Source: an optimization exercise on an open RTL-to-GDS flow (aim: small area, a short achievable clock period and few clock cycles per item). Production flows keep margins and buffers that such runs may drop. No functional check of the RTL was part of this run.

### flow/config.mk
export PLATFORM = sky130hd
export DESIGN_NAME = dotproduct
export DESIGN_NICKNAME = dotproduct
export VERILOG_FILES = /design/flow/design.v
export SDC_FILE = /design/flow/constraint.sdc
export NUM_CORES = 4
export LEC_CHECK = 0
export ABC_AREA = 1
export CAP_MARGIN = 50
export CORE_MARGIN = 2
export CORE_UTILIZATION = 40
export SLEW_MARGIN = 60
### flow/constraint.sdc
create_clock -name core_clock -period 15.0 [get_ports {clk_i}]
set_input_delay 3.0000 -clock core_clock [delete_from_list [all_inputs] [get_ports {clk_i}]]
set_output_delay 3.0000 -clock core_clock [all_outputs]
set_load 0.01 [all_outputs]
### flow/design.v
module dotproduct (
    input  logic         clk_i,
    input  logic         rst_ni,
    input  logic         start_i,
    input  logic [7:0]   nnz_i,
    input  logic [31:0]  a0_i, a1_i, a2_i, a3_i, a4_i,
                         a5_i, a6_i, a7_i, a8_i, a9_i,
    input  logic [31:0]  b0_i, b1_i, b2_i, b3_i, b4_i,
                         b5_i, b6_i, b7_i, b8_i, b9_i,
    input  logic [31:0]  c_i,
    output logic [63:0]  result_o,
    output logic         busy_o,
    output logic         result_valid_o,
    output logic [31:0]  cycle_count_o
);
    logic        fvalid;      
    logic        fetching;    
    logic        flast;       
    logic        valid_q;
    logic [3:0]  cnt_q;       
    logic [9:0]  sel;         
    logic        pend;        
    logic        plast;       
    logic [16:0] P;           
    logic [31:0] M;           
    logic [7:0]  bneg, bone, btwo;    
    logic        sh;          
    logic [63:0] accv;        
    logic [15:0] acclo;       
    wire start_ok = start_i & ~fvalid;
    wire issue0   = start_ok | (fetching & ~pend);    
    wire go       = issue0 | pend;                     
    logic [31:0] A, B;
    always_comb begin
        A = ({32{sel[0]}} & a0_i) | ({32{sel[1]}} & a1_i) | ({32{sel[2]}} & a2_i) |
            ({32{sel[3]}} & a3_i) | ({32{sel[4]}} & a4_i) | ({32{sel[5]}} & a5_i) |
            ({32{sel[6]}} & a6_i) | ({32{sel[7]}} & a7_i) | ({32{sel[8]}} & a8_i) |
            ({32{sel[9]}} & a9_i);
        B = ({32{sel[0]}} & b0_i) | ({32{sel[1]}} & b1_i) | ({32{sel[2]}} & b2_i) |
            ({32{sel[3]}} & b3_i) | ({32{sel[4]}} & b4_i) | ({32{sel[5]}} & b5_i) |
            ({32{sel[6]}} & b6_i) | ({32{sel[7]}} & b7_i) | ({32{sel[8]}} & b8_i) |
            ({32{sel[9]}} & b9_i);
    end
    logic [9:0] lastsel;
    always_comb begin
        for (int k = 0; k < 10; k++) lastsel[k] = (nnz_i == 8'(k + 1));
    end
    wire nA = (A[31:15] == {17{A[31]}});    
    wire nB = (B[31:15] == {17{B[31]}});
    wire two  = ~nA & ~nB;
    wire [31:0] X  = pend ? M : (nB ? A : B);
    wire [16:0] Qn = pend ? P : (nB ? {B[15:0], 1'b0} : {A[15:0], 1'b0});
    wire last_elem  = |(sel & lastsel);
    always_ff @(posedge clk_i) begin
        M     <= X;
        P     <= A[31:15];
        plast <= last_elem;
        for (int i = 0; i < 8; i++) begin
            bneg[i] <= go & Qn[2*i+2];
            bone[i] <= go & (Qn[2*i] ^ Qn[2*i+1]);
            btwo[i] <= go & ((Qn[2*i+2] & ~Qn[2*i+1] & ~Qn[2*i]) |
                             (~Qn[2*i+2] & Qn[2*i+1] & Qn[2*i]));
        end
        sh    <= pend;
        flast <= pend ? plast : (last_elem & ~two);
    end
    always_ff @(posedge clk_i or negedge rst_ni) begin
        if (!rst_ni) begin
            fvalid   <= 1'b0;
            fetching <= 1'b0;
            pend     <= 1'b0;
            valid_q  <= 1'b0;
            cnt_q    <= 4'd0;
            sel      <= 10'd1;
        end else begin
            fvalid   <= go;
            pend     <= issue0 & two;
            if (issue0) begin
                fetching <= ~last_elem;
                sel      <= last_elem ? 10'd1 : {sel[8:0], 1'b0};
            end
            if (start_ok) begin
                valid_q <= 1'b0;
                cnt_q   <= nnz_i[3:0];
            end else if (fvalid & flast) begin
                valid_q <= 1'b1;
            end
        end
    end
    wire [33:0] Xe  = {M[31], M[31], M};
    wire [33:0] Xe2 = {M[31], M, 1'b0};
    logic [33:0] pp0, pp1, pp2, pp3, pp4, pp5, pp6, pp7;
    assign pp0 = (({34{bone[0]}} & Xe) | ({34{btwo[0]}} & Xe2)) ^ {34{bneg[0]}};
    assign pp1 = (({34{bone[1]}} & Xe) | ({34{btwo[1]}} & Xe2)) ^ {34{bneg[1]}};
    assign pp2 = (({34{bone[2]}} & Xe) | ({34{btwo[2]}} & Xe2)) ^ {34{bneg[2]}};
    assign pp3 = (({34{bone[3]}} & Xe) | ({34{btwo[3]}} & Xe2)) ^ {34{bneg[3]}};
    assign pp4 = (({34{bone[4]}} & Xe) | ({34{btwo[4]}} & Xe2)) ^ {34{bneg[4]}};
    assign pp5 = (({34{bone[5]}} & Xe) | ({34{btwo[5]}} & Xe2)) ^ {34{bneg[5]}};
    assign pp6 = (({34{bone[6]}} & Xe) | ({34{btwo[6]}} & Xe2)) ^ {34{bneg[6]}};
    assign pp7 = (({34{bone[7]}} & Xe) | ({34{btwo[7]}} & Xe2)) ^ {34{bneg[7]}};
    wire [63:0] fsum, fcar;
    wire s1;
    wire c2;
    wire s3;
    wire c4;
    wire s5;
    wire c6;
    wire s7;
    wire c8;
    wire s9;
    wire c10;
    wire s11;
    wire c12;
    wire s13;
    wire c14;
    wire s15;
    wire c16;
    wire s17;
    wire c18;
    wire s19;
    wire c20;
    wire s21;
    wire c22;
    wire s23;
    wire c24;
    wire s25;
    wire c26;
    wire s27;
    wire c28;
    wire s29;
    wire c30;
    wire s31;
    wire c32;
    wire s33;
    wire c34;
    wire s35;
    wire c36;
    wire s37;
    wire c38;
    wire s39;
    wire c40;
    wire s41;
    wire s42;
    wire c43;
    wire s44;
    wire c45;
    wire s46;
    wire c47;
    wire s48;
    wire c49;
    wire s50;
    wire c51;
    wire s52;
    wire c53;
    wire s54;
    wire c55;
    wire s56;
    wire c57;
    wire s58;
    wire c59;
    wire s60;
    wire c61;
    wire s62;
    wire c63;
    wire s64;
    wire c65;
    wire s66;
    wire c67;
    wire s68;
    wire c69;
    wire s70;
    wire c71;
    wire s72;
    wire c73;
    wire s74;
    wire c75;
    wire s76;
    wire c77;
    wire s78;
    wire c79;
    wire s80;
    wire c81;
    wire s82;
    wire c83;
    wire s84;
    wire c85;
    wire s86;
    wire c87;
    wire s88;
    wire c89;
    wire s90;
    wire c91;
    wire s92;
    wire c93;
    wire s94;
    wire c95;
    wire s96;
    wire c97;
    wire s98;
    wire c99;
    wire s100;
    wire c101;
    wire s102;
    wire c103;
    wire s104;
    wire c105;
    wire s106;
    wire c107;
    wire s108;
    wire c109;
    wire s110;
    wire c111;
    wire s112;
    wire c113;
    wire s114;
    wire c115;
    wire s116;
    wire c117;
    wire s118;
    wire c119;
    wire s120;
    wire c121;
    wire s122;
    wire c123;
    wire s124;
    wire c125;
    wire s126;
    wire c127;
    wire s128;
    wire c129;
    wire s130;
    wire c131;
    wire s132;
    wire c133;
    wire s134;
    wire c135;
    wire s136;
    wire c137;
    wire s138;
    wire c139;
    wire s140;
    wire c141;
    wire s142;
    wire c143;
    wire s144;
    wire c145;
    wire s146;
    wire c147;
    wire s148;
    wire c149;
    wire s150;
    wire c151;
    wire s152;
    wire c153;
    wire s154;
    wire c155;
    wire s156;
    wire c157;
    wire s158;
    wire c159;
    wire s160;
    wire c161;
    wire s162;
    wire c163;
    wire s164;
    wire c165;
    wire s166;
    wire c167;
    wire s168;
    wire c169;
    wire s170;
    wire c171;
    wire s172;
    wire c173;
    wire s174;
    wire c175;
    wire s176;
    wire c177;
    wire s178;
    wire c179;
    wire s180;
    wire c181;
    wire s182;
    wire c183;
    wire s184;
    wire c185;
    wire s186;
    wire c187;
    wire s188;
    wire c189;
    wire s190;
    wire c191;
    wire s192;
    wire c193;
    wire s194;
    wire c195;
    wire s196;
    wire c197;
    wire s198;
    wire c199;
    wire s200;
    wire c201;
    wire s202;
    wire c203;
    wire s204;
    wire c205;
    wire s206;
    wire c207;
    wire s208;
    wire c209;
    wire s210;
    wire c211;
    wire s212;
    wire c213;
    wire s214;
    wire s215;
    wire c216;
    wire s217;
    wire c218;
    wire s219;
    wire c220;
    wire s221;
    wire c222;
    wire s223;
    wire c224;
    wire s225;
    wire c226;
    wire s227;
    wire c228;
    wire s229;
    wire c230;
    wire s231;
    wire c232;
    wire s233;
    wire c234;
    wire s235;
    wire c236;
    wire s237;
    wire c238;
    wire s239;
    wire c240;
    wire s241;
    wire c242;
    wire s243;
    wire c244;
    wire s245;
    wire c246;
    wire s247;
    wire c248;
    wire s249;
    wire c250;
    wire s251;
    wire c252;
    wire s253;
    wire c254;
    wire s255;
    wire c256;
    wire s257;
    wire c258;
    wire s259;
    wire c260;
    wire s261;
    wire c262;
    wire s263;
    wire c264;
    wire s265;
    wire c266;
    wire s267;
    wire c268;
    wire s269;
    wire c270;
    wire s271;
    wire c272;
    wire s273;
    wire c274;
    wire s275;
    wire c276;
    wire s277;
    wire c278;
    wire s279;
    wire c280;
    wire s281;
    wire c282;
    wire s283;
    wire c284;
    wire s285;
    wire c286;
    wire s287;
    wire c288;
    wire s289;
    wire c290;
    wire s291;
    wire c292;
    wire s293;
    wire c294;
    wire s295;
    wire c296;
    wire s297;
    wire c298;
    wire s299;
    wire c300;
    wire s301;
    wire c302;
    wire s303;
    wire c304;
    wire s305;
    wire c306;
    wire s307;
    wire c308;
    wire s309;
    wire c310;
    wire s311;
    wire c312;
    wire s313;
    wire c314;
    wire s315;
    wire c316;
    wire s317;
    wire c318;
    wire s319;
    wire c320;
    wire s321;
    wire c322;
    wire s323;
    wire c324;
    wire s325;
    wire c326;
    wire s327;
    wire c328;
    wire s329;
    wire c330;
    wire s331;
    wire c332;
    wire s333;
    wire c334;
    wire s335;
    wire c336;
    wire s337;
    wire c338;
    wire s339;
    wire c340;
    wire s341;
    wire c342;
    wire s343;
    wire c344;
    wire s345;
    wire c346;
    wire s347;
    wire c348;
    wire s349;
    wire c350;
    wire s351;
    wire c352;
    wire s353;
    wire c354;
    wire s355;
    wire c356;
    wire s357;
    wire c358;
    wire s359;
    wire c360;
    wire s361;
    wire c362;
    wire s363;
    wire c364;
    wire s365;
    wire c366;
    wire s367;
    wire c368;
    wire s369;
    wire s370;
    wire c371;
    wire s372;
    wire c373;
    wire s374;
    wire c375;
    wire s376;
    wire c377;
    wire s378;
    wire c379;
    wire s380;
    wire c381;
    wire s382;
    wire c383;
    wire s384;
    wire c385;
    wire s386;
    wire c387;
    wire s388;
    wire c389;
    wire s390;
    wire c391;
    wire s392;
    wire c393;
    wire s394;
    wire c395;
    wire s396;
    wire c397;
    wire s398;
    wire c399;
    wire s400;
    wire c401;
    wire s402;
    wire c403;
    wire s404;
    wire c405;
    wire s406;
    wire c407;
    wire s408;
    wire c409;
    wire s410;
    wire c411;
    wire s412;
    wire c413;
    wire s414;
    wire c415;
    wire s416;
    wire c417;
    wire s418;
    wire c419;
    wire s420;
    wire c421;
    wire s422;
    wire c423;
    wire s424;
    wire c425;
    wire s426;
    wire c427;
    wire s428;
    wire c429;
    wire s430;
    wire c431;
    wire s432;
    wire c433;
    wire s434;
    wire c435;
    wire s436;
    wire c437;
    wire s438;
    wire c439;
    wire s440;
    wire c441;
    wire s442;
    wire c443;
    wire s444;
    wire c445;
    wire s446;
    wire c447;
    wire s448;
    wire c449;
    wire s450;
    wire c451;
    wire s452;
    wire c453;
    wire s454;
    wire c455;
    wire s456;
    wire c457;
    wire s458;
    wire s459;
    wire c460;
    wire s461;
    wire c462;
    wire s463;
    wire c464;
    wire s465;
    wire c466;
    wire s467;
    wire c468;
    wire s469;
    wire c470;
    wire s471;
    wire c472;
    wire s473;
    wire c474;
    wire s475;
    wire c476;
    wire s477;
    wire c478;
    wire s479;
    wire c480;
    wire s481;
    wire c482;
    wire s483;
    wire c484;
    wire s485;
    wire c486;
    wire s487;
    wire c488;
    wire s489;
    wire c490;
    wire s491;
    wire c492;
    wire s493;
    wire c494;
    wire s495;
    wire c496;
    wire s497;
    wire c498;
    wire s499;
    wire c500;
    wire s501;
    wire c502;
    wire s503;
    wire c504;
    wire s505;
    wire c506;
    wire s507;
    wire c508;
    wire s509;
    wire c510;
    wire s511;
    wire c512;
    wire s513;
    wire c514;
    wire s515;
    wire c516;
    wire s517;
    wire c518;
    wire s519;
    wire c520;
    wire s521;
    wire c522;
    wire s523;
    wire c524;
    wire s525;
    wire c526;
    wire s527;
    wire c528;
    wire s529;
    wire c530;
    wire s531;
    wire c532;
    wire s533;
    wire c534;
    wire s535;
    wire c536;
    wire s537;
    wire c538;
    wire s539;
    wire c540;
    wire s541;
    wire c542;
    wire s543;
    wire c544;
    wire s545;
    wire c546;
    wire s547;
    wire c548;
    wire s549;
    wire c550;
    wire s551;
    wire c552;
    wire s553;
    wire c554;
    wire s555;
    wire s556;
    wire s557;
    wire s558;
    wire s559;
    wire s560;
    wire s561;
    wire s562;
    wire s563;
    wire s564;
    wire s565;
    wire s566;
    wire s567;
    wire s568;
    wire s569;
    wire s570;
    assign s1 = bneg[7] ^ accv[14];
    assign c2 = bneg[7] & accv[14];
    assign s3 = accv[15] ^ pp0[15];
    assign c4 = accv[15] & pp0[15];
    assign s5 = accv[16] ^ pp0[16];
    assign c6 = accv[16] & pp0[16];
    assign s7 = accv[17] ^ pp0[17];
    assign c8 = accv[17] & pp0[17];
    assign s9 = accv[18] ^ pp0[18];
    assign c10 = accv[18] & pp0[18];
    assign s11 = accv[19] ^ pp0[19];
    assign c12 = accv[19] & pp0[19];
    assign s13 = accv[20] ^ pp0[20];
    assign c14 = accv[20] & pp0[20];
    assign s15 = accv[21] ^ pp0[21];
    assign c16 = accv[21] & pp0[21];
    assign s17 = accv[22] ^ pp0[22];
    assign c18 = accv[22] & pp0[22];
    assign s19 = accv[23] ^ pp0[23];
    assign c20 = accv[23] & pp0[23];
    assign s21 = accv[24] ^ pp0[24];
    assign c22 = accv[24] & pp0[24];
    assign s23 = accv[25] ^ pp0[25];
    assign c24 = accv[25] & pp0[25];
    assign s25 = accv[26] ^ pp0[26];
    assign c26 = accv[26] & pp0[26];
    assign s27 = accv[27] ^ pp0[27];
    assign c28 = accv[27] & pp0[27];
    assign s29 = accv[28] ^ pp0[28];
    assign c30 = accv[28] & pp0[28];
    assign s31 = accv[29] ^ pp0[29];
    assign c32 = accv[29] & pp0[29];
    assign s33 = accv[30] ^ pp0[30];
    assign c34 = accv[30] & pp0[30];
    assign s35 = accv[31] ^ pp0[31];
    assign c36 = accv[31] & pp0[31];
    assign s37 = accv[32] ^ pp0[32];
    assign c38 = accv[32] & pp0[32];
    assign s39 = ~(accv[33] ^ ~pp0[33]);
    assign c40 = accv[33] | ~pp0[33];
    assign s41 = ~accv[34];
    assign s42 = bneg[4] ^ accv[8];
    assign c43 = bneg[4] & accv[8];
    assign s44 = accv[9] ^ pp0[9];
    assign c45 = accv[9] & pp0[9];
    assign s46 = bneg[5] ^ accv[10] ^ pp0[10];
    assign c47 = (bneg[5] & accv[10]) | (bneg[5] & pp0[10]) | (accv[10] & pp0[10]);
    assign s48 = pp1[8] ^ pp2[6];
    assign c49 = pp1[8] & pp2[6];
    assign s50 = accv[11] ^ pp0[11] ^ pp1[9];
    assign c51 = (accv[11] & pp0[11]) | (accv[11] & pp1[9]) | (pp0[11] & pp1[9]);
    assign s52 = pp2[7] ^ pp3[5];
    assign c53 = pp2[7] & pp3[5];
    assign s54 = bneg[6] ^ accv[12] ^ pp0[12];
    assign c55 = (bneg[6] & accv[12]) | (bneg[6] & pp0[12]) | (accv[12] & pp0[12]);
    assign s56 = pp1[10] ^ pp2[8] ^ pp3[6];
    assign c57 = (pp1[10] & pp2[8]) | (pp1[10] & pp3[6]) | (pp2[8] & pp3[6]);
    assign s58 = pp4[4] ^ pp5[2];
    assign c59 = pp4[4] & pp5[2];
    assign s60 = accv[13] ^ pp0[13] ^ pp1[11];
    assign c61 = (accv[13] & pp0[13]) | (accv[13] & pp1[11]) | (pp0[13] & pp1[11]);
    assign s62 = pp2[9] ^ pp3[7] ^ pp4[5];
    assign c63 = (pp2[9] & pp3[7]) | (pp2[9] & pp4[5]) | (pp3[7] & pp4[5]);
    assign s64 = pp5[3] ^ pp6[1];
    assign c65 = pp5[3] & pp6[1];
    assign s66 = s1 ^ pp0[14] ^ pp1[12];
    assign c67 = (s1 & pp0[14]) | (s1 & pp1[12]) | (pp0[14] & pp1[12]);
    assign s68 = pp2[10] ^ pp3[8] ^ pp4[6];
    assign c69 = (pp2[10] & pp3[8]) | (pp2[10] & pp4[6]) | (pp3[8] & pp4[6]);
    assign s70 = pp5[4] ^ pp6[2] ^ pp7[0];
    assign c71 = (pp5[4] & pp6[2]) | (pp5[4] & pp7[0]) | (pp6[2] & pp7[0]);
    assign s72 = c2 ^ pp1[13] ^ pp2[11];
    assign c73 = (c2 & pp1[13]) | (c2 & pp2[11]) | (pp1[13] & pp2[11]);
    assign s74 = pp3[9] ^ pp4[7] ^ pp5[5];
    assign c75 = (pp3[9] & pp4[7]) | (pp3[9] & pp5[5]) | (pp4[7] & pp5[5]);
    assign s76 = pp6[3] ^ pp7[1] ^ s3;
    assign c77 = (pp6[3] & pp7[1]) | (pp6[3] & s3) | (pp7[1] & s3);
    assign s78 = pp1[14] ^ pp2[12] ^ pp3[10];
    assign c79 = (pp1[14] & pp2[12]) | (pp1[14] & pp3[10]) | (pp2[12] & pp3[10]);
    assign s80 = pp4[8] ^ pp5[6] ^ pp6[4];
    assign c81 = (pp4[8] & pp5[6]) | (pp4[8] & pp6[4]) | (pp5[6] & pp6[4]);
    assign s82 = pp7[2] ^ s5 ^ c4;
    assign c83 = (pp7[2] & s5) | (pp7[2] & c4) | (s5 & c4);
    assign s84 = pp1[15] ^ pp2[13] ^ pp3[11];
    assign c85 = (pp1[15] & pp2[13]) | (pp1[15] & pp3[11]) | (pp2[13] & pp3[11]);
    assign s86 = pp4[9] ^ pp5[7] ^ pp6[5];
    assign c87 = (pp4[9] & pp5[7]) | (pp4[9] & pp6[5]) | (pp5[7] & pp6[5]);
    assign s88 = pp7[3] ^ s7 ^ c6;
    assign c89 = (pp7[3] & s7) | (pp7[3] & c6) | (s7 & c6);
    assign s90 = pp1[16] ^ pp2[14] ^ pp3[12];
    assign c91 = (pp1[16] & pp2[14]) | (pp1[16] & pp3[12]) | (pp2[14] & pp3[12]);
    assign s92 = pp4[10] ^ pp5[8] ^ pp6[6];
    assign c93 = (pp4[10] & pp5[8]) | (pp4[10] & pp6[6]) | (pp5[8] & pp6[6]);
    assign s94 = pp7[4] ^ s9 ^ c8;
    assign c95 = (pp7[4] & s9) | (pp7[4] & c8) | (s9 & c8);
    assign s96 = pp1[17] ^ pp2[15] ^ pp3[13];
    assign c97 = (pp1[17] & pp2[15]) | (pp1[17] & pp3[13]) | (pp2[15] & pp3[13]);
    assign s98 = pp4[11] ^ pp5[9] ^ pp6[7];
    assign c99 = (pp4[11] & pp5[9]) | (pp4[11] & pp6[7]) | (pp5[9] & pp6[7]);
    assign s100 = pp7[5] ^ s11 ^ c10;
    assign c101 = (pp7[5] & s11) | (pp7[5] & c10) | (s11 & c10);
    assign s102 = pp1[18] ^ pp2[16] ^ pp3[14];
    assign c103 = (pp1[18] & pp2[16]) | (pp1[18] & pp3[14]) | (pp2[16] & pp3[14]);
    assign s104 = pp4[12] ^ pp5[10] ^ pp6[8];
    assign c105 = (pp4[12] & pp5[10]) | (pp4[12] & pp6[8]) | (pp5[10] & pp6[8]);
    assign s106 = pp7[6] ^ s13 ^ c12;
    assign c107 = (pp7[6] & s13) | (pp7[6] & c12) | (s13 & c12);
    assign s108 = pp1[19] ^ pp2[17] ^ pp3[15];
    assign c109 = (pp1[19] & pp2[17]) | (pp1[19] & pp3[15]) | (pp2[17] & pp3[15]);
    assign s110 = pp4[13] ^ pp5[11] ^ pp6[9];
    assign c111 = (pp4[13] & pp5[11]) | (pp4[13] & pp6[9]) | (pp5[11] & pp6[9]);
    assign s112 = pp7[7] ^ s15 ^ c14;
    assign c113 = (pp7[7] & s15) | (pp7[7] & c14) | (s15 & c14);
    assign s114 = pp1[20] ^ pp2[18] ^ pp3[16];
    assign c115 = (pp1[20] & pp2[18]) | (pp1[20] & pp3[16]) | (pp2[18] & pp3[16]);
    assign s116 = pp4[14] ^ pp5[12] ^ pp6[10];
    assign c117 = (pp4[14] & pp5[12]) | (pp4[14] & pp6[10]) | (pp5[12] & pp6[10]);
    assign s118 = pp7[8] ^ s17 ^ c16;
    assign c119 = (pp7[8] & s17) | (pp7[8] & c16) | (s17 & c16);
    assign s120 = pp1[21] ^ pp2[19] ^ pp3[17];
    assign c121 = (pp1[21] & pp2[19]) | (pp1[21] & pp3[17]) | (pp2[19] & pp3[17]);
    assign s122 = pp4[15] ^ pp5[13] ^ pp6[11];
    assign c123 = (pp4[15] & pp5[13]) | (pp4[15] & pp6[11]) | (pp5[13] & pp6[11]);
    assign s124 = pp7[9] ^ s19 ^ c18;
    assign c125 = (pp7[9] & s19) | (pp7[9] & c18) | (s19 & c18);
    assign s126 = pp1[22] ^ pp2[20] ^ pp3[18];
    assign c127 = (pp1[22] & pp2[20]) | (pp1[22] & pp3[18]) | (pp2[20] & pp3[18]);
    assign s128 = pp4[16] ^ pp5[14] ^ pp6[12];
    assign c129 = (pp4[16] & pp5[14]) | (pp4[16] & pp6[12]) | (pp5[14] & pp6[12]);
    assign s130 = pp7[10] ^ s21 ^ c20;
    assign c131 = (pp7[10] & s21) | (pp7[10] & c20) | (s21 & c20);
    assign s132 = pp1[23] ^ pp2[21] ^ pp3[19];
    assign c133 = (pp1[23] & pp2[21]) | (pp1[23] & pp3[19]) | (pp2[21] & pp3[19]);
    assign s134 = pp4[17] ^ pp5[15] ^ pp6[13];
    assign c135 = (pp4[17] & pp5[15]) | (pp4[17] & pp6[13]) | (pp5[15] & pp6[13]);
    assign s136 = pp7[11] ^ s23 ^ c22;
    assign c137 = (pp7[11] & s23) | (pp7[11] & c22) | (s23 & c22);
    assign s138 = pp1[24] ^ pp2[22] ^ pp3[20];
    assign c139 = (pp1[24] & pp2[22]) | (pp1[24] & pp3[20]) | (pp2[22] & pp3[20]);
    assign s140 = pp4[18] ^ pp5[16] ^ pp6[14];
    assign c141 = (pp4[18] & pp5[16]) | (pp4[18] & pp6[14]) | (pp5[16] & pp6[14]);
    assign s142 = pp7[12] ^ s25 ^ c24;
    assign c143 = (pp7[12] & s25) | (pp7[12] & c24) | (s25 & c24);
    assign s144 = pp1[25] ^ pp2[23] ^ pp3[21];
    assign c145 = (pp1[25] & pp2[23]) | (pp1[25] & pp3[21]) | (pp2[23] & pp3[21]);
    assign s146 = pp4[19] ^ pp5[17] ^ pp6[15];
    assign c147 = (pp4[19] & pp5[17]) | (pp4[19] & pp6[15]) | (pp5[17] & pp6[15]);
    assign s148 = pp7[13] ^ s27 ^ c26;
    assign c149 = (pp7[13] & s27) | (pp7[13] & c26) | (s27 & c26);
    assign s150 = pp1[26] ^ pp2[24] ^ pp3[22];
    assign c151 = (pp1[26] & pp2[24]) | (pp1[26] & pp3[22]) | (pp2[24] & pp3[22]);
    assign s152 = pp4[20] ^ pp5[18] ^ pp6[16];
    assign c153 = (pp4[20] & pp5[18]) | (pp4[20] & pp6[16]) | (pp5[18] & pp6[16]);
    assign s154 = pp7[14] ^ s29 ^ c28;
    assign c155 = (pp7[14] & s29) | (pp7[14] & c28) | (s29 & c28);
    assign s156 = pp1[27] ^ pp2[25] ^ pp3[23];
    assign c157 = (pp1[27] & pp2[25]) | (pp1[27] & pp3[23]) | (pp2[25] & pp3[23]);
    assign s158 = pp4[21] ^ pp5[19] ^ pp6[17];
    assign c159 = (pp4[21] & pp5[19]) | (pp4[21] & pp6[17]) | (pp5[19] & pp6[17]);
    assign s160 = pp7[15] ^ s31 ^ c30;
    assign c161 = (pp7[15] & s31) | (pp7[15] & c30) | (s31 & c30);
    assign s162 = pp1[28] ^ pp2[26] ^ pp3[24];
    assign c163 = (pp1[28] & pp2[26]) | (pp1[28] & pp3[24]) | (pp2[26] & pp3[24]);
    assign s164 = pp4[22] ^ pp5[20] ^ pp6[18];
    assign c165 = (pp4[22] & pp5[20]) | (pp4[22] & pp6[18]) | (pp5[20] & pp6[18]);
    assign s166 = pp7[16] ^ s33 ^ c32;
    assign c167 = (pp7[16] & s33) | (pp7[16] & c32) | (s33 & c32);
    assign s168 = pp1[29] ^ pp2[27] ^ pp3[25];
    assign c169 = (pp1[29] & pp2[27]) | (pp1[29] & pp3[25]) | (pp2[27] & pp3[25]);
    assign s170 = pp4[23] ^ pp5[21] ^ pp6[19];
    assign c171 = (pp4[23] & pp5[21]) | (pp4[23] & pp6[19]) | (pp5[21] & pp6[19]);
    assign s172 = pp7[17] ^ s35 ^ c34;
    assign c173 = (pp7[17] & s35) | (pp7[17] & c34) | (s35 & c34);
    assign s174 = pp1[30] ^ pp2[28] ^ pp3[26];
    assign c175 = (pp1[30] & pp2[28]) | (pp1[30] & pp3[26]) | (pp2[28] & pp3[26]);
    assign s176 = pp4[24] ^ pp5[22] ^ pp6[20];
    assign c177 = (pp4[24] & pp5[22]) | (pp4[24] & pp6[20]) | (pp5[22] & pp6[20]);
    assign s178 = pp7[18] ^ s37 ^ c36;
    assign c179 = (pp7[18] & s37) | (pp7[18] & c36) | (s37 & c36);
    assign s180 = pp1[31] ^ pp2[29] ^ pp3[27];
    assign c181 = (pp1[31] & pp2[29]) | (pp1[31] & pp3[27]) | (pp2[29] & pp3[27]);
    assign s182 = pp4[25] ^ pp5[23] ^ pp6[21];
    assign c183 = (pp4[25] & pp5[23]) | (pp4[25] & pp6[21]) | (pp5[23] & pp6[21]);
    assign s184 = pp7[19] ^ s39 ^ c38;
    assign c185 = (pp7[19] & s39) | (pp7[19] & c38) | (s39 & c38);
    assign s186 = s41 ^ pp1[32] ^ pp2[30];
    assign c187 = (s41 & pp1[32]) | (s41 & pp2[30]) | (pp1[32] & pp2[30]);
    assign s188 = pp3[28] ^ pp4[26] ^ pp5[24];
    assign c189 = (pp3[28] & pp4[26]) | (pp3[28] & pp5[24]) | (pp4[26] & pp5[24]);
    assign s190 = pp6[22] ^ pp7[20] ^ c40;
    assign c191 = (pp6[22] & pp7[20]) | (pp6[22] & c40) | (pp7[20] & c40);
    assign s192 = accv[35] ^ accv[34] ^ ~pp1[33];
    assign c193 = (accv[35] & accv[34]) | (accv[35] & ~pp1[33]) | (accv[34] & ~pp1[33]);
    assign s194 = pp2[31] ^ pp3[29] ^ pp4[27];
    assign c195 = (pp2[31] & pp3[29]) | (pp2[31] & pp4[27]) | (pp3[29] & pp4[27]);
    assign s196 = pp5[25] ^ pp6[23] ^ pp7[21];
    assign c197 = (pp5[25] & pp6[23]) | (pp5[25] & pp7[21]) | (pp6[23] & pp7[21]);
    assign s198 = ~(accv[36] ^ pp2[32]);
    assign c199 = accv[36] | pp2[32];
    assign s200 = pp3[30] ^ pp4[28] ^ pp5[26];
    assign c201 = (pp3[30] & pp4[28]) | (pp3[30] & pp5[26]) | (pp4[28] & pp5[26]);
    assign s202 = pp6[24] ^ pp7[22];
    assign c203 = pp6[24] & pp7[22];
    assign s204 = accv[37] ^ ~pp2[33] ^ pp3[31];
    assign c205 = (accv[37] & ~pp2[33]) | (accv[37] & pp3[31]) | (~pp2[33] & pp3[31]);
    assign s206 = pp4[29] ^ pp5[27] ^ pp6[25];
    assign c207 = (pp4[29] & pp5[27]) | (pp4[29] & pp6[25]) | (pp5[27] & pp6[25]);
    assign s208 = ~(accv[38] ^ pp3[32]);
    assign c209 = accv[38] | pp3[32];
    assign s210 = pp4[30] ^ pp5[28];
    assign c211 = pp4[30] & pp5[28];
    assign s212 = accv[39] ^ ~pp3[33] ^ pp4[31];
    assign c213 = (accv[39] & ~pp3[33]) | (accv[39] & pp4[31]) | (~pp3[33] & pp4[31]);
    assign s214 = ~accv[40];
    assign s215 = bneg[2] ^ accv[4];
    assign c216 = bneg[2] & accv[4];
    assign s217 = accv[5] ^ pp0[5];
    assign c218 = accv[5] & pp0[5];
    assign s219 = bneg[3] ^ accv[6] ^ pp0[6];
    assign c220 = (bneg[3] & accv[6]) | (bneg[3] & pp0[6]) | (accv[6] & pp0[6]);
    assign s221 = pp1[4] ^ pp2[2];
    assign c222 = pp1[4] & pp2[2];
    assign s223 = accv[7] ^ pp0[7] ^ pp1[5];
    assign c224 = (accv[7] & pp0[7]) | (accv[7] & pp1[5]) | (pp0[7] & pp1[5]);
    assign s225 = pp2[3] ^ pp3[1];
    assign c226 = pp2[3] & pp3[1];
    assign s227 = s42 ^ pp0[8] ^ pp1[6];
    assign c228 = (s42 & pp0[8]) | (s42 & pp1[6]) | (pp0[8] & pp1[6]);
    assign s229 = pp2[4] ^ pp3[2] ^ pp4[0];
    assign c230 = (pp2[4] & pp3[2]) | (pp2[4] & pp4[0]) | (pp3[2] & pp4[0]);
    assign s231 = c43 ^ pp1[7] ^ pp2[5];
    assign c232 = (c43 & pp1[7]) | (c43 & pp2[5]) | (pp1[7] & pp2[5]);
    assign s233 = pp3[3] ^ pp4[1] ^ s44;
    assign c234 = (pp3[3] & pp4[1]) | (pp3[3] & s44) | (pp4[1] & s44);
    assign s235 = pp3[4] ^ pp4[2] ^ pp5[0];
    assign c236 = (pp3[4] & pp4[2]) | (pp3[4] & pp5[0]) | (pp4[2] & pp5[0]);
    assign s237 = s48 ^ c45 ^ s46;
    assign c238 = (s48 & c45) | (s48 & s46) | (c45 & s46);
    assign s239 = pp4[3] ^ pp5[1] ^ s52;
    assign c240 = (pp4[3] & pp5[1]) | (pp4[3] & s52) | (pp5[1] & s52);
    assign s241 = c49 ^ c47 ^ s50;
    assign c242 = (c49 & c47) | (c49 & s50) | (c47 & s50);
    assign s243 = pp6[0] ^ s58 ^ c53;
    assign c244 = (pp6[0] & s58) | (pp6[0] & c53) | (s58 & c53);
    assign s245 = c51 ^ s54 ^ s56;
    assign c246 = (c51 & s54) | (c51 & s56) | (s54 & s56);
    assign s247 = s64 ^ c59 ^ c55;
    assign c248 = (s64 & c59) | (s64 & c55) | (c59 & c55);
    assign s249 = c57 ^ s60 ^ s62;
    assign c250 = (c57 & s60) | (c57 & s62) | (s60 & s62);
    assign s251 = c65 ^ c61 ^ c63;
    assign c252 = (c65 & c61) | (c65 & c63) | (c61 & c63);
    assign s253 = s66 ^ s68 ^ s70;
    assign c254 = (s66 & s68) | (s66 & s70) | (s68 & s70);
    assign s255 = c67 ^ c69 ^ c71;
    assign c256 = (c67 & c69) | (c67 & c71) | (c69 & c71);
    assign s257 = s72 ^ s74 ^ s76;
    assign c258 = (s72 & s74) | (s72 & s76) | (s74 & s76);
    assign s259 = c73 ^ c75 ^ s78;
    assign c260 = (c73 & c75) | (c73 & s78) | (c75 & s78);
    assign s261 = s80 ^ c77 ^ s82;
    assign c262 = (s80 & c77) | (s80 & s82) | (c77 & s82);
    assign s263 = c79 ^ c81 ^ s84;
    assign c264 = (c79 & c81) | (c79 & s84) | (c81 & s84);
    assign s265 = s86 ^ c83 ^ s88;
    assign c266 = (s86 & c83) | (s86 & s88) | (c83 & s88);
    assign s267 = c85 ^ c87 ^ s90;
    assign c268 = (c85 & c87) | (c85 & s90) | (c87 & s90);
    assign s269 = s92 ^ c89 ^ s94;
    assign c270 = (s92 & c89) | (s92 & s94) | (c89 & s94);
    assign s271 = c91 ^ c93 ^ s96;
    assign c272 = (c91 & c93) | (c91 & s96) | (c93 & s96);
    assign s273 = s98 ^ c95 ^ s100;
    assign c274 = (s98 & c95) | (s98 & s100) | (c95 & s100);
    assign s275 = c97 ^ c99 ^ s102;
    assign c276 = (c97 & c99) | (c97 & s102) | (c99 & s102);
    assign s277 = s104 ^ c101 ^ s106;
    assign c278 = (s104 & c101) | (s104 & s106) | (c101 & s106);
    assign s279 = c103 ^ c105 ^ s108;
    assign c280 = (c103 & c105) | (c103 & s108) | (c105 & s108);
    assign s281 = s110 ^ c107 ^ s112;
    assign c282 = (s110 & c107) | (s110 & s112) | (c107 & s112);
    assign s283 = c109 ^ c111 ^ s114;
    assign c284 = (c109 & c111) | (c109 & s114) | (c111 & s114);
    assign s285 = s116 ^ c113 ^ s118;
    assign c286 = (s116 & c113) | (s116 & s118) | (c113 & s118);
    assign s287 = c115 ^ c117 ^ s120;
    assign c288 = (c115 & c117) | (c115 & s120) | (c117 & s120);
    assign s289 = s122 ^ c119 ^ s124;
    assign c290 = (s122 & c119) | (s122 & s124) | (c119 & s124);
    assign s291 = c121 ^ c123 ^ s126;
    assign c292 = (c121 & c123) | (c121 & s126) | (c123 & s126);
    assign s293 = s128 ^ c125 ^ s130;
    assign c294 = (s128 & c125) | (s128 & s130) | (c125 & s130);
    assign s295 = c127 ^ c129 ^ s132;
    assign c296 = (c127 & c129) | (c127 & s132) | (c129 & s132);
    assign s297 = s134 ^ c131 ^ s136;
    assign c298 = (s134 & c131) | (s134 & s136) | (c131 & s136);
    assign s299 = c133 ^ c135 ^ s138;
    assign c300 = (c133 & c135) | (c133 & s138) | (c135 & s138);
    assign s301 = s140 ^ c137 ^ s142;
    assign c302 = (s140 & c137) | (s140 & s142) | (c137 & s142);
    assign s303 = c139 ^ c141 ^ s144;
    assign c304 = (c139 & c141) | (c139 & s144) | (c141 & s144);
    assign s305 = s146 ^ c143 ^ s148;
    assign c306 = (s146 & c143) | (s146 & s148) | (c143 & s148);
    assign s307 = c145 ^ c147 ^ s150;
    assign c308 = (c145 & c147) | (c145 & s150) | (c147 & s150);
    assign s309 = s152 ^ c149 ^ s154;
    assign c310 = (s152 & c149) | (s152 & s154) | (c149 & s154);
    assign s311 = c151 ^ c153 ^ s156;
    assign c312 = (c151 & c153) | (c151 & s156) | (c153 & s156);
    assign s313 = s158 ^ c155 ^ s160;
    assign c314 = (s158 & c155) | (s158 & s160) | (c155 & s160);
    assign s315 = c157 ^ c159 ^ s162;
    assign c316 = (c157 & c159) | (c157 & s162) | (c159 & s162);
    assign s317 = s164 ^ c161 ^ s166;
    assign c318 = (s164 & c161) | (s164 & s166) | (c161 & s166);
    assign s319 = c163 ^ c165 ^ s168;
    assign c320 = (c163 & c165) | (c163 & s168) | (c165 & s168);
    assign s321 = s170 ^ c167 ^ s172;
    assign c322 = (s170 & c167) | (s170 & s172) | (c167 & s172);
    assign s323 = c169 ^ c171 ^ s174;
    assign c324 = (c169 & c171) | (c169 & s174) | (c171 & s174);
    assign s325 = s176 ^ c173 ^ s178;
    assign c326 = (s176 & c173) | (s176 & s178) | (c173 & s178);
    assign s327 = c175 ^ c177 ^ s180;
    assign c328 = (c175 & c177) | (c175 & s180) | (c177 & s180);
    assign s329 = s182 ^ c179 ^ s184;
    assign c330 = (s182 & c179) | (s182 & s184) | (c179 & s184);
    assign s331 = c181 ^ c183 ^ s186;
    assign c332 = (c181 & c183) | (c181 & s186) | (c183 & s186);
    assign s333 = s188 ^ c185 ^ s190;
    assign c334 = (s188 & c185) | (s188 & s190) | (c185 & s190);
    assign s335 = c187 ^ c189 ^ s192;
    assign c336 = (c187 & c189) | (c187 & s192) | (c189 & s192);
    assign s337 = s194 ^ s196 ^ c191;
    assign c338 = (s194 & s196) | (s194 & c191) | (s196 & c191);
    assign s339 = s198 ^ s202 ^ c193;
    assign c340 = (s198 & s202) | (s198 & c193) | (s202 & c193);
    assign s341 = c195 ^ c197 ^ s200;
    assign c342 = (c195 & c197) | (c195 & s200) | (c197 & s200);
    assign s343 = pp7[23] ^ c199 ^ c203;
    assign c344 = (pp7[23] & c199) | (pp7[23] & c203) | (c199 & c203);
    assign s345 = c201 ^ s204 ^ s206;
    assign c346 = (c201 & s204) | (c201 & s206) | (s204 & s206);
    assign s347 = pp6[26] ^ pp7[24] ^ s208;
    assign c348 = (pp6[26] & pp7[24]) | (pp6[26] & s208) | (pp7[24] & s208);
    assign s349 = s210 ^ c205 ^ c207;
    assign c350 = (s210 & c205) | (s210 & c207) | (c205 & c207);
    assign s351 = pp5[29] ^ pp6[27] ^ pp7[25];
    assign c352 = (pp5[29] & pp6[27]) | (pp5[29] & pp7[25]) | (pp6[27] & pp7[25]);
    assign s353 = c209 ^ c211 ^ s212;
    assign c354 = (c209 & c211) | (c209 & s212) | (c211 & s212);
    assign s355 = s214 ^ pp4[32] ^ pp5[30];
    assign c356 = (s214 & pp4[32]) | (s214 & pp5[30]) | (pp4[32] & pp5[30]);
    assign s357 = pp6[28] ^ pp7[26] ^ c213;
    assign c358 = (pp6[28] & pp7[26]) | (pp6[28] & c213) | (pp7[26] & c213);
    assign s359 = accv[41] ^ accv[40] ^ ~pp4[33];
    assign c360 = (accv[41] & accv[40]) | (accv[41] & ~pp4[33]) | (accv[40] & ~pp4[33]);
    assign s361 = pp5[31] ^ pp6[29] ^ pp7[27];
    assign c362 = (pp5[31] & pp6[29]) | (pp5[31] & pp7[27]) | (pp6[29] & pp7[27]);
    assign s363 = ~(accv[42] ^ pp5[32]);
    assign c364 = accv[42] | pp5[32];
    assign s365 = pp6[30] ^ pp7[28];
    assign c366 = pp6[30] & pp7[28];
    assign s367 = accv[43] ^ ~pp5[33] ^ pp6[31];
    assign c368 = (accv[43] & ~pp5[33]) | (accv[43] & pp6[31]) | (~pp5[33] & pp6[31]);
    assign s369 = ~accv[44];
    assign s370 = bneg[1] ^ accv[2];
    assign c371 = bneg[1] & accv[2];
    assign s372 = accv[3] ^ pp0[3];
    assign c373 = accv[3] & pp0[3];
    assign s374 = s215 ^ pp0[4] ^ pp1[2];
    assign c375 = (s215 & pp0[4]) | (s215 & pp1[2]) | (pp0[4] & pp1[2]);
    assign s376 = c216 ^ pp1[3] ^ pp2[1];
    assign c377 = (c216 & pp1[3]) | (c216 & pp2[1]) | (pp1[3] & pp2[1]);
    assign s378 = pp3[0] ^ s221 ^ c218;
    assign c379 = (pp3[0] & s221) | (pp3[0] & c218) | (s221 & c218);
    assign s380 = s225 ^ c222 ^ c220;
    assign c381 = (s225 & c222) | (s225 & c220) | (c222 & c220);
    assign s382 = c226 ^ c224 ^ s227;
    assign c383 = (c226 & c224) | (c226 & s227) | (c224 & s227);
    assign s384 = c228 ^ c230 ^ s231;
    assign c385 = (c228 & c230) | (c228 & s231) | (c230 & s231);
    assign s386 = c232 ^ s235 ^ c234;
    assign c387 = (c232 & s235) | (c232 & c234) | (s235 & c234);
    assign s388 = c236 ^ s239 ^ c238;
    assign c389 = (c236 & s239) | (c236 & c238) | (s239 & c238);
    assign s390 = c240 ^ s243 ^ c242;
    assign c391 = (c240 & s243) | (c240 & c242) | (s243 & c242);
    assign s392 = c244 ^ s247 ^ c246;
    assign c393 = (c244 & s247) | (c244 & c246) | (s247 & c246);
    assign s394 = c248 ^ s251 ^ c250;
    assign c395 = (c248 & s251) | (c248 & c250) | (s251 & c250);
    assign s396 = c252 ^ s255 ^ c254;
    assign c397 = (c252 & s255) | (c252 & c254) | (s255 & c254);
    assign s398 = c256 ^ s259 ^ c258;
    assign c399 = (c256 & s259) | (c256 & c258) | (s259 & c258);
    assign s400 = c260 ^ s263 ^ c262;
    assign c401 = (c260 & s263) | (c260 & c262) | (s263 & c262);
    assign s402 = c264 ^ s267 ^ c266;
    assign c403 = (c264 & s267) | (c264 & c266) | (s267 & c266);
    assign s404 = c268 ^ s271 ^ c270;
    assign c405 = (c268 & s271) | (c268 & c270) | (s271 & c270);
    assign s406 = c272 ^ s275 ^ c274;
    assign c407 = (c272 & s275) | (c272 & c274) | (s275 & c274);
    assign s408 = c276 ^ s279 ^ c278;
    assign c409 = (c276 & s279) | (c276 & c278) | (s279 & c278);
    assign s410 = c280 ^ s283 ^ c282;
    assign c411 = (c280 & s283) | (c280 & c282) | (s283 & c282);
    assign s412 = c284 ^ s287 ^ c286;
    assign c413 = (c284 & s287) | (c284 & c286) | (s287 & c286);
    assign s414 = c288 ^ s291 ^ c290;
    assign c415 = (c288 & s291) | (c288 & c290) | (s291 & c290);
    assign s416 = c292 ^ s295 ^ c294;
    assign c417 = (c292 & s295) | (c292 & c294) | (s295 & c294);
    assign s418 = c296 ^ s299 ^ c298;
    assign c419 = (c296 & s299) | (c296 & c298) | (s299 & c298);
    assign s420 = c300 ^ s303 ^ c302;
    assign c421 = (c300 & s303) | (c300 & c302) | (s303 & c302);
    assign s422 = c304 ^ s307 ^ c306;
    assign c423 = (c304 & s307) | (c304 & c306) | (s307 & c306);
    assign s424 = c308 ^ s311 ^ c310;
    assign c425 = (c308 & s311) | (c308 & c310) | (s311 & c310);
    assign s426 = c312 ^ s315 ^ c314;
    assign c427 = (c312 & s315) | (c312 & c314) | (s315 & c314);
    assign s428 = c316 ^ s319 ^ c318;
    assign c429 = (c316 & s319) | (c316 & c318) | (s319 & c318);
    assign s430 = c320 ^ s323 ^ c322;
    assign c431 = (c320 & s323) | (c320 & c322) | (s323 & c322);
    assign s432 = c324 ^ s327 ^ c326;
    assign c433 = (c324 & s327) | (c324 & c326) | (s327 & c326);
    assign s434 = c328 ^ s331 ^ c330;
    assign c435 = (c328 & s331) | (c328 & c330) | (s331 & c330);
    assign s436 = c332 ^ s335 ^ s337;
    assign c437 = (c332 & s335) | (c332 & s337) | (s335 & s337);
    assign s438 = s339 ^ c336 ^ s341;
    assign c439 = (s339 & c336) | (s339 & s341) | (c336 & s341);
    assign s440 = s343 ^ c340 ^ c342;
    assign c441 = (s343 & c340) | (s343 & c342) | (c340 & c342);
    assign s442 = c344 ^ s347 ^ s349;
    assign c443 = (c344 & s347) | (c344 & s349) | (s347 & s349);
    assign s444 = s351 ^ c348 ^ c350;
    assign c445 = (s351 & c348) | (s351 & c350) | (c348 & c350);
    assign s446 = c352 ^ s355 ^ s357;
    assign c447 = (c352 & s355) | (c352 & s357) | (s355 & s357);
    assign s448 = c356 ^ s359 ^ s361;
    assign c449 = (c356 & s359) | (c356 & s361) | (s359 & s361);
    assign s450 = s363 ^ s365 ^ c360;
    assign c451 = (s363 & s365) | (s363 & c360) | (s365 & c360);
    assign s452 = pp7[29] ^ c364 ^ c366;
    assign c453 = (pp7[29] & c364) | (pp7[29] & c366) | (c364 & c366);
    assign s454 = s369 ^ pp6[32] ^ pp7[30];
    assign c455 = (s369 & pp6[32]) | (s369 & pp7[30]) | (pp6[32] & pp7[30]);
    assign s456 = accv[45] ^ accv[44] ^ ~pp6[33];
    assign c457 = (accv[45] & accv[44]) | (accv[45] & ~pp6[33]) | (accv[44] & ~pp6[33]);
    assign s458 = ~accv[46];
    assign s459 = bneg[0] ^ accv[0];
    assign c460 = bneg[0] & accv[0];
    assign s461 = accv[1] ^ pp0[1];
    assign c462 = accv[1] & pp0[1];
    assign s463 = s370 ^ pp0[2] ^ pp1[0];
    assign c464 = (s370 & pp0[2]) | (s370 & pp1[0]) | (pp0[2] & pp1[0]);
    assign s465 = c371 ^ pp1[1] ^ s372;
    assign c466 = (c371 & pp1[1]) | (c371 & s372) | (pp1[1] & s372);
    assign s467 = pp2[0] ^ c373 ^ s374;
    assign c468 = (pp2[0] & c373) | (pp2[0] & s374) | (c373 & s374);
    assign s469 = s217 ^ c375 ^ s376;
    assign c470 = (s217 & c375) | (s217 & s376) | (c375 & s376);
    assign s471 = c377 ^ s219 ^ s378;
    assign c472 = (c377 & s219) | (c377 & s378) | (s219 & s378);
    assign s473 = s223 ^ c379 ^ s380;
    assign c474 = (s223 & c379) | (s223 & s380) | (c379 & s380);
    assign s475 = s229 ^ c381 ^ s382;
    assign c476 = (s229 & c381) | (s229 & s382) | (c381 & s382);
    assign s477 = s233 ^ c383 ^ s384;
    assign c478 = (s233 & c383) | (s233 & s384) | (c383 & s384);
    assign s479 = c385 ^ s237 ^ s386;
    assign c480 = (c385 & s237) | (c385 & s386) | (s237 & s386);
    assign s481 = s241 ^ c387 ^ s388;
    assign c482 = (s241 & c387) | (s241 & s388) | (c387 & s388);
    assign s483 = s245 ^ c389 ^ s390;
    assign c484 = (s245 & c389) | (s245 & s390) | (c389 & s390);
    assign s485 = s249 ^ c391 ^ s392;
    assign c486 = (s249 & c391) | (s249 & s392) | (c391 & s392);
    assign s487 = s253 ^ c393 ^ s394;
    assign c488 = (s253 & c393) | (s253 & s394) | (c393 & s394);
    assign s489 = s257 ^ c395 ^ s396;
    assign c490 = (s257 & c395) | (s257 & s396) | (c395 & s396);
    assign s491 = s261 ^ c397 ^ s398;
    assign c492 = (s261 & c397) | (s261 & s398) | (c397 & s398);
    assign s493 = s265 ^ c399 ^ s400;
    assign c494 = (s265 & c399) | (s265 & s400) | (c399 & s400);
    assign s495 = s269 ^ c401 ^ s402;
    assign c496 = (s269 & c401) | (s269 & s402) | (c401 & s402);
    assign s497 = s273 ^ c403 ^ s404;
    assign c498 = (s273 & c403) | (s273 & s404) | (c403 & s404);
    assign s499 = s277 ^ c405 ^ s406;
    assign c500 = (s277 & c405) | (s277 & s406) | (c405 & s406);
    assign s501 = s281 ^ c407 ^ s408;
    assign c502 = (s281 & c407) | (s281 & s408) | (c407 & s408);
    assign s503 = s285 ^ c409 ^ s410;
    assign c504 = (s285 & c409) | (s285 & s410) | (c409 & s410);
    assign s505 = s289 ^ c411 ^ s412;
    assign c506 = (s289 & c411) | (s289 & s412) | (c411 & s412);
    assign s507 = s293 ^ c413 ^ s414;
    assign c508 = (s293 & c413) | (s293 & s414) | (c413 & s414);
    assign s509 = s297 ^ c415 ^ s416;
    assign c510 = (s297 & c415) | (s297 & s416) | (c415 & s416);
    assign s511 = s301 ^ c417 ^ s418;
    assign c512 = (s301 & c417) | (s301 & s418) | (c417 & s418);
    assign s513 = s305 ^ c419 ^ s420;
    assign c514 = (s305 & c419) | (s305 & s420) | (c419 & s420);
    assign s515 = s309 ^ c421 ^ s422;
    assign c516 = (s309 & c421) | (s309 & s422) | (c421 & s422);
    assign s517 = s313 ^ c423 ^ s424;
    assign c518 = (s313 & c423) | (s313 & s424) | (c423 & s424);
    assign s519 = s317 ^ c425 ^ s426;
    assign c520 = (s317 & c425) | (s317 & s426) | (c425 & s426);
    assign s521 = s321 ^ c427 ^ s428;
    assign c522 = (s321 & c427) | (s321 & s428) | (c427 & s428);
    assign s523 = s325 ^ c429 ^ s430;
    assign c524 = (s325 & c429) | (s325 & s430) | (c429 & s430);
    assign s525 = s329 ^ c431 ^ s432;
    assign c526 = (s329 & c431) | (s329 & s432) | (c431 & s432);
    assign s527 = s333 ^ c433 ^ s434;
    assign c528 = (s333 & c433) | (s333 & s434) | (c433 & s434);
    assign s529 = c334 ^ c435 ^ s436;
    assign c530 = (c334 & c435) | (c334 & s436) | (c435 & s436);
    assign s531 = c338 ^ s438 ^ c437;
    assign c532 = (c338 & s438) | (c338 & c437) | (s438 & c437);
    assign s533 = s345 ^ s440 ^ c439;
    assign c534 = (s345 & s440) | (s345 & c439) | (s440 & c439);
    assign s535 = c346 ^ c441 ^ s442;
    assign c536 = (c346 & c441) | (c346 & s442) | (c441 & s442);
    assign s537 = s353 ^ s444 ^ c443;
    assign c538 = (s353 & s444) | (s353 & c443) | (s444 & c443);
    assign s539 = c354 ^ c445 ^ s446;
    assign c540 = (c354 & c445) | (c354 & s446) | (c445 & s446);
    assign s541 = c358 ^ s448 ^ c447;
    assign c542 = (c358 & s448) | (c358 & c447) | (s448 & c447);
    assign s543 = c362 ^ s450 ^ c449;
    assign c544 = (c362 & s450) | (c362 & c449) | (s450 & c449);
    assign s545 = s367 ^ s452 ^ c451;
    assign c546 = (s367 & s452) | (s367 & c451) | (s452 & c451);
    assign s547 = c368 ^ s454 ^ c453;
    assign c548 = (c368 & s454) | (c368 & c453) | (s454 & c453);
    assign s549 = pp7[31] ^ c455 ^ s456;
    assign c550 = (pp7[31] & c455) | (pp7[31] & s456) | (c455 & s456);
    assign s551 = s458 ^ pp7[32] ^ c457;
    assign c552 = (s458 & pp7[32]) | (s458 & c457) | (pp7[32] & c457);
    assign s553 = accv[47] ^ accv[46] ^ ~pp7[33];
    assign c554 = (accv[47] & accv[46]) | (accv[47] & ~pp7[33]) | (accv[46] & ~pp7[33]);
    assign s555 = ~accv[48];
    assign s556 = ~accv[49];
    assign s557 = ~accv[50];
    assign s558 = ~accv[51];
    assign s559 = ~accv[52];
    assign s560 = ~accv[53];
    assign s561 = ~accv[54];
    assign s562 = ~accv[55];
    assign s563 = ~accv[56];
    assign s564 = ~accv[57];
    assign s565 = ~accv[58];
    assign s566 = ~accv[59];
    assign s567 = ~accv[60];
    assign s568 = ~accv[61];
    assign s569 = ~accv[62];
    assign s570 = ~accv[63];
    assign fsum = {s570, s569, s568, s567, s566, s565, s564, s563, s562, s561, s560, s559, s558, s557, s556, s555, s553, s551, s549, s547, s545, s543, s541, s539, s537, s535, s533, s531, s529, s527, s525, s523, s521, s519, s517, s515, s513, s511, s509, s507, s505, s503, s501, s499, s497, s495, s493, s491, s489, s487, s485, s483, s481, s479, s477, s475, s473, s471, s469, s467, s465, s463, s461, s459};
    assign fcar = {accv[62], accv[61], accv[60], accv[59], accv[58], accv[57], accv[56], accv[55], accv[54], accv[53], accv[52], accv[51], accv[50], accv[49], accv[48], c554, c552, c550, c548, c546, c544, c542, c540, c538, c536, c534, c532, c530, c528, c526, c524, c522, c520, c518, c516, c514, c512, c510, c508, c506, c504, c502, c500, c498, c496, c494, c492, c490, c488, c486, c484, c482, c480, c478, c476, c474, c472, c470, c468, c466, c464, c462, c460, pp0[0]};
    wire [63:0] sum  = fsum + fcar;
    wire [63:0] val  = sh ? {sum[47:0], acclo} : sum;
    wire [63:0] nxtv = pend ? {val[63:48], val[63:16]} : val;
    always_ff @(posedge clk_i) begin
        if (start_ok)
            accv <= {{32{c_i[31]}}, c_i};
        else
            accv <= nxtv;
        acclo <= val[15:0];
    end
    assign result_o       = accv;
    assign busy_o         = fvalid;
    assign result_valid_o = valid_q;
    assign cycle_count_o  = {28'd0, cnt_q};
endmodule
### flow/flow/run.sh
#!/bin/bash
set -o pipefail
export BUFFER_PORTS_ARGS="-buffer_cell sky130_fd_sc_hd__buf_1"
bash standard.sh SYNTH_ARGS=-noabc SETUP_SLACK_MARGIN=9.25 finish > standard.log 2>&1
### flow/standard.sh
#!/bin/bash
# synth_recipe.tcl (not shown) runs the flow's synth.tcl, then flattens the netlist and writes it again
# the make line also repeats each setting of config.mk as NAME=value (left out here)
make -C /OpenROAD-flow-scripts/flow DESIGN_CONFIG=/design/flow/config.mk WORK_HOME=/design/flow/orfs CLKGATE_MAP_FILE= SYNTH_SCRIPT=/design/flow/synth_recipe.tcl "${@:-finish}"
==> results.txt <==
worst register-to-register path: stages (launching register included):
cell and delay [ns]:
dfxtp_1 0.36, clkinvlp_4 0.22, buf_8 0.26, o22ai_1 0.17, xor2_1 0.22, fa_1 0.48, fa_1 0.45, fa_1 0.58
fa_1 0.44, ha_2 0.43, nand2_1 0.18, nor2_4 0.18, inv_1 0.05, nor2_1 0.17, inv_1 0.12, nor2_1 0.14
nand2_1 0.07, nand2_1 0.17, nand2_1 0.10, nand2_1 0.07, nand2_1 0.09, nand3_2 0.14, nand3_2 0.15, nand3_2 0.19
nand2_1 0.07
cell type report:
cell class	count	area (sq um)
Clock buffer	17	425.4
Clock inverter	15	230.2
Antenna cell	25	62.56
Tap cell	873	1092
Sequential cell	174	3944
Inverter	389	1513
Fill cell	7448	35580
Timing Repair Buffer	818	3485
Multi-Input combinational cell	3232	21180
synth_stat cells (15+ instances only):
library cell,number,area share
xor2_1,284,0.091
a22o_1,53,0.017
mux2i_1,16,0.0058
edfxtp_1,32,0.035
a21oi_1,114,0.021
clkbuf_1,152,0.021
nor4_1,21,0.0048
o21ai_0,89,0.016
buf_1,23,0.0031
o22ai_1,258,0.059
dfxtp_1,124,0.091
a2111oi_0,16,0.0051
fa_1,236,0.17
ha_1,103,0.047
inv_1,374,0.051
nand4_1,73,0.017
nand2_1,1223,0.17
buf_4,45,0.012
nor2_1,231,0.032
nand3b_1,22,0.0060
buf_6,15,0.0062
nand3_1,345,0.063
dfrtp_1,17,0.016
buf_2,43,0.0078
nor2_2,21,0.0048
nand2_2,19,0.0043
flip-flops by register name, summed over array words and instances (netlist names):
| signal | cells |
|---|---|
| accv | 64 |
| M | 32 |
| P | 17 |
| acclo | 16 |
| sel | 10 |
| bneg | 8 |
| bone | 8 |
| btwo | 8 |
| cnt_q | 4 |
| fetching | 1 |
| flast | 1 |
| fvalid | 1 |
| pend | 1 |
| plast | 1 |
| sh | 1 |
| valid_q | 1 |
worst max path at each step:
stage               endpoint     from  slack (ns)  cells past startpoint
floorplan           accv[36]  bneg[0]       10.23                     24
global placement    accv[36]    M[20]        8.77                     21
detailed placement  accv[39]  bone[4]        8.86                     24
CTS                 accv[36]  bone[0]        9.27                     25
global route        accv[36]  bone[0]        9.20                     25
finish              accv[36]  btwo[3]        9.38                     24
cells by family (layout without fill, tap and decap cells):
kind of cell,count (synthesis),count (layout),share of synthesized area
flip-flops,174,174,0.1421
AND/OR/NAND/NOR,1980,1980,0.3050
buffers and inverters,667,1239,0.1035
XOR/XNOR,285,285,0.09104
other,1,53,0.0001368
multiplexers,16,16,0.005841
AO/OA/AOI/OAI,584,584,0.1331
adder cells (fa/ha/maj),339,339,0.2193
per-stage QoR:
| stage | setup WS (ns) | util | instance area (sq um) |
|---|---|---|---|
| final | 9.381 | 0.4730 | 31940 |
| after global routing | 9.198 | 0.4725 | 31900 |
| after CTS | 9.268 | 0.4670 | 31530 |
| after detailed placement | 8.862 | 0.4556 | 30760 |
| after global placement | 8.770 | 0.4520 | 30520 |
| after floorplan | 10.23 | - | 27520 |
metal layers:
| layer | track usage | vias up |
|---|---|---|
| met5 | 0 | - |
| met3 | 0.1402 | 331 |
| met2 | 0.6380 | 2132 |
| met4 | 0.2508 | 10 |
| met1 | 0.5464 | 15472 |
| li1 | - | 14421 |
repair_timing:
| action | in CTS | in global routing |
|---|---|---|
| hold buffers | 0 | 0 |
| resized for setup | 34 | 58 |
| buffers inserted | 2 | 2 |
| setup endpoints to repair | 35 | 39 |
| gates cloned | 0 | 0 |
==> out/results.txt <==
DRT antenna net count = 0
max layer used = met5
Post-synth EDFFs = 32
Critical Path End Type = flip-flop
minimum clock period = 5.619 ns
Post-Synthesis Cells = 4046
Die Y = 265.8 microns
status = finished clean
most frequent cells in the layout = nand2_1 (1220), buf_1 (741), inv_1 (337), nand3_1 (336), xor2_1 (282)
Max-slew headroom = 0.5405
die area = 70660 sq um
share of layout cells above drive strength 1 = 0.06545
Yosys cell types = 47
via count = 32366
gr usage total = 0.4303
Hold Crit Depth = 2
placed insts = 5478
RR Endpoint = accv[36]
Slew Limit Fails = 0
initial drt markers = 3733
CP Buf/Inv Count = 4
Max Fclk = 178.0 MHz
Worst Hold Launch = plast
Placer Congestion = 1.018
CP dominant cell by count = nand2_1
setup TNS = 0 ns
Core Rows = 95
Worst-path clk slew = 0.09 ns
Ys Warns = 1
IO Pins = 781
IO buf count = 752
largest net degree at the start of global routing = 70
grt ovf = 0
total of max-cap violations = 0
DR DRC count = 0
main flop type after synthesis = dfxtp_1
end of the worst hold path = flast
DRT Wirelength = 155.4 mm
RSZ-0062 raised after global routing = true
DR vias/cell = 5.839
total CTS buffers = 17
CP Class = flip-flop to flip-flop
Seq/Total Area, Yosys = 0.1421
clk sinks = 174
Worst R2R Setup Slack = 9.38 ns
CP startpoint kind = flip-flop
Routed WL per cell = 28.04 microns
die width = 265.8 microns
crit-path max cell delay = 0.58 ns
Worst EP required = 15.41 ns
CTS tree = done
CTS Buffer Depth = 2
flops & latches, synth = 174
hpwl dp = 127.4 mm
first-pass GRT wire length = 218.0 mm
commonest non-fill, non-tap cell in the layout = nand2_1
Initial Utilization = 0.4061
initial antenna violation count = 27
worst slew pin tran = 0.6836 ns
Data arrival, critical path = 6.03 ns
Final Skew = 0.01762 ns
critical path, cell by cell = clkinvlp_4 -> buf_8 -> o22ai_1 -> xor2_1 -> fa_1 -> fa_1 -> fa_1 -> fa_1 -> ha_2 -> nand2_1 -> nor2_4 -> inv_1 -> nor2_1 -> inv_1 -> nor2_1 -> nand2_1 -> nand2_1 -> nand2_1 -> nand2_1 -> nand2_1 -> nand3_2 -> nand3_2 -> nand3_2 -> nand2_1
met3 WL = 18.41 mm
DRT met1 WL = 61.29 mm
Max Fanout on Critical Path = 26
FFs w/ async S/R, synth = 0.1034
Hold WS = 0.4500 ns
number of cells on the worst reg-to-reg path = 24
Hold WC Path Type = flip-flop to flip-flop
worst skew pair latency = 0.54 ns
cell area after synthesis = 27420 sq um
count of final setup violators = 0
CP top delay family = adder cells
CTS Root Cell = clkbuf_16
Fin. Hold Viols = 0
vias in the first global route = 30516
routed wl met2 = 65.32 mm
drt first pass iters = 9
H-Tree Depth = 4
Core ar. = 67510 sq um
Critical R2R Launch = btwo[3]
P&R area growth vs syn = 16.47%
Finished Layout Cells = 5543
period utilisation layout = 0.3746
CP max-delay cell = fa_1
final net count = 5654
Avg Cell Area, Syn = 6.777 sq um

-- re-timing with driven ports --
How much do the figures lean on ideal ports? The routed layout below was timed once more, with nothing changed but the port constraints. Step 1, drivers: a clkbuf_16 drives clk_i and a buf_2 each remaining input, both assumed. Step 2 times the ports against the registers' clock, not the clock port: input delays grow and output delays shrink by t, the midpoint of the rising clock arrivals with the driver on. Three values: ideal ports, drivers, drivers and shift; two values: the first two.
t (ns): 0.591
setup WS [ns]: 9.381 / 9.381 / 9.114
latest minus earliest clock arrival (ns): 0.018 / 0.017
worst register clock-pin slew, ns: 0.10 / 0.10
pins driven straight from the clock port: 1
After both steps setup and hold are still met in this run. For this run, drivers alone change the setup slack by 0.000 ns; drivers and shift together by -0.267 ns.
